Source: an optimization exercise on an open RTL-to-GDS flow (aim: small area, a short achievable clock period and few clock cycles per item). Production flows keep margins and buffers that such runs may drop.
Where RTL was checked, it was by simulation tests only, not by an equivalence proof against the original.

Design mod_exponent, start of the top module:
module mod_exponent #(parameter WIDTH = 64) (
    input wire clk_in,
    input wire rst_in,
    input wire [WIDTH-1:0] base,
    input wire [WIDTH-1:0] exponent,
    input wire [WIDTH-1:0] modulo,
    input wire [WIDTH-1:0] inv_modulo,
    input wire [WIDTH:0] R,
    input wire [WIDTH-1:0] start_product,
    input wire valid_in,
    input wire ready_in,
    output logic [WIDTH-1:0] c_out,
    output logic valid_out,
    output logic busy_out
    );
    localparam ST_IDLE = 3'd0, ST_SCAN = 3'd1, ST_ITER = 3'd2, ST_SETTLE = 3'd3,
               ST_FIX = 3'd4, ST_DONE = 3'd5, ST_SUB = 3'd6;
    localparam OP_SQ = 2'd0, OP_MUL = 2'd1, OP_CONV = 2'd2;
    logic [2:0] state, state_n;
    logic [1:0] op, op_n;
    logic [WIDTH-1:0] acc, n_r;
    logic [7:0] bgrp;            
    logic [WIDTH+1:0] s_r, c_r;
    logic e_r;
    logic [1:0] a_r;
    logic [4:0] cnt;
    logic [6:0] idx, idx_n;      
    logic [7:0] grp;             
    logic iter_r, sub_r;         
    logic [WIDTH+1:0] s_nx, c_nx;
    logic e_nx;
    multiplier #(.WIDTH(WIDTH)) step (
        .s_in(s_r), .c_in(c_r), .e_in(e_r), .a_in(a_r), .b_in(acc), .n_in(n_r),
        .n1_in(n_r[1]), .iter(iter_r), .sub(sub_r),
        .s_out(s_nx), .c_out(c_nx), .e_out(e_nx));
    logic [2:0] top_pos;
    mont_reduction lead (.x(grp), .pos(top_pos));
    assign c_out = acc;
    logic zq, sv;
    wire settled = zq && sv;
    wire ebit = grp[idx[2:0]];
    wire need_sub = s_r[WIDTH];
    wire [4:0] cnt1 = cnt + 5'd1;
    wire [4:0] cnt2 = cnt + 5'd2;
    logic ld_acc, ld_base, clr, set_one;
    logic [1:0] a_n;
    always_comb begin
        state_n = state;
        op_n = op;
        idx_n = idx;
        ld_acc = 1'b0;       
        ld_base = 1'b0;      
        clr = 1'b0;          
        set_one = 1'b0;      
        a_n = 2'b00;
        case (op)
            OP_SQ:   a_n = acc[{cnt1, 1'b0} +: 2];
            OP_MUL:  a_n = bgrp[{cnt1[1:0], 1'b0} +: 2];
            default: a_n = 2'b00;
        endcase
        if (state != ST_ITER || cnt == 5'd31) a_n = 2'b00;
        case (state)
            ST_IDLE: begin
                idx_n = 7'd63;
                if (valid_in) state_n = ST_SCAN;
            end
            ST_SCAN: begin
  ...
export LEC_CHECK = 0
export CAP_MARGIN = 20
export CORE_MARGIN = 2
export CORE_UTILIZATION = 30
export PLACE_DENSITY = 0.4
export SETUP_SLACK_MARGIN = 5
export SLEW_MARGIN = 20
create_clock -name core_clock -period 10.0 [get_ports {clk_in}]
run.sh (not shown) runs the stock make flow with config.mk's settings and CLKGATE_MAP_FILE= SYNTH_SCRIPT=/design/flow/synth_recipe.tcl, a recipe that flattens the netlist after the stock synthesis.
Next try:
SETUP_SLACK_MARGIN = default   (was 5)
Result: The new run passed the timing, DRC and antenna checks; count of clock-buffer cells in the layout does not change; via count stays the same; worst setup slack stays the same; core utilization stays the same.
No run of this note included a check of the RTL's function; only the layout flow was run.

* * *

## 05-05
mod_exponent, a different RTL version from the one above (not shown whole).
Size: about 2,000 cells after synthesis, about 300 flip-flops, about 460 I/O pins.
==> flow/design.v (excerpt) <==
module mod_exponent #(parameter WIDTH = 64) (
    input wire clk_in,
    input wire rst_in,
    input wire [WIDTH-1:0] base,
    input wire [WIDTH-1:0] exponent,
    input wire [WIDTH-1:0] modulo,
    input wire [WIDTH-1:0] inv_modulo,
    input wire [WIDTH:0] R,
    input wire [WIDTH-1:0] start_product,
    input wire valid_in,
    input wire ready_in,
    output logic [WIDTH-1:0] c_out,
    output logic valid_out,
    output logic busy_out
    );
export LEC_CHECK = 0
export CAP_MARGIN = 20
export CORE_MARGIN = 2
export CORE_UTILIZATION = 30
export PLACE_DENSITY = 0.4
export SLEW_MARGIN = 20
create_clock -name core_clock -period 10.0 [get_ports {clk_in}]
standard.sh (not shown) runs the stock make flow with config.mk's settings and CLKGATE_MAP_FILE= SYNTH_SCRIPT=/design/flow/synth_recipe.tcl, a recipe that flattens the netlist after the stock synthesis.
==> flow/flow/run.sh <==
#!/bin/bash
# Standard layout, with timing repair aiming well below the clock period so
# the resizer works on the paths that set the achieved period, and small
# port buffers (every port still gets one).
set -euo pipefail
export SETUP_SLACK_MARGIN=6.7
export BUFFER_PORTS_ARGS="-buffer_cell sky130_fd_sc_hd__buf_1"
bash standard.sh > standard.log 2>&1
05-05 completed; timing, DRC and antenna clean
Testbench counts of 05-05, summed over its fixed seeds: cycles 63,316, items 32.
The following lists how 07-20 was set up differently from 05-05:
Settings: PLACE_DENSITY: 0.4 -> 0.65; CORE_UTILIZATION: 30 -> 55; CTS_BUF_LIST: unset -> sky130_fd_sc_hd__clkbuf_4 sky130_fd_sc_hd__clkbuf_8; CTS_CLUSTER_SIZE: unset -> 30; CTS_CLUSTER_DIAMETER: unset -> 60.
Findings:
In the tables for 05-05 and 07-20, total met3 wirelength after detailed routing reads higher with 07-20. After detailed routing, 05-05 needs more wire than 07-20. Compared to 05-05, 07-20 was floorplanned on a smaller die. Reported for 05-05 and 07-20, count of hold-fix buffers inserted at cts turned out identical to the last digit. Re via count: 05-05 and 07-20 aren't equal, and the higher value belongs to 07-20.

-- separate check: timing with driven ports --
No port has a modelled driver above. Below, the same layouts with a new extraction and two added sets of constraints. Step 1: set_driving_cell puts a clkbuf_16 on clk_in and a buf_2 on each other input, an assumption about the parent block. Step 2 adds t to the input delays and takes it off the output delays; t is the mean of the earliest and latest rising clock arrival at the registers after step 1. Input paths then give back, and output paths get back, about the clock's delay inside the block. a / b / c = ideal ports / drivers / drivers and shift; a / b = the first two.
run	shift t [ns]	setup WS [ns]	worst hold slack (ns)	slew at the worst register clock pin (ns)
the first run of note 1	0.634	5.504 / 5.534 / 4.900	0.530 / 0.530 / 0.530	0.06 / 0.06
the second run of note 1	0.634	5.504 / 5.534 / 4.900	0.530 / 0.530 / 0.530	0.06 / 0.06
05-05	0.637	6.726 / 6.665 / 6.726	0.485 / 0.485 / 0.485	0.06 / 0.06
07-20	0.651	6.698 / 6.672 / 6.698	0.479 / 0.479 / 0.479	0.11 / 0.11
After both steps every run listed still meets setup and hold.
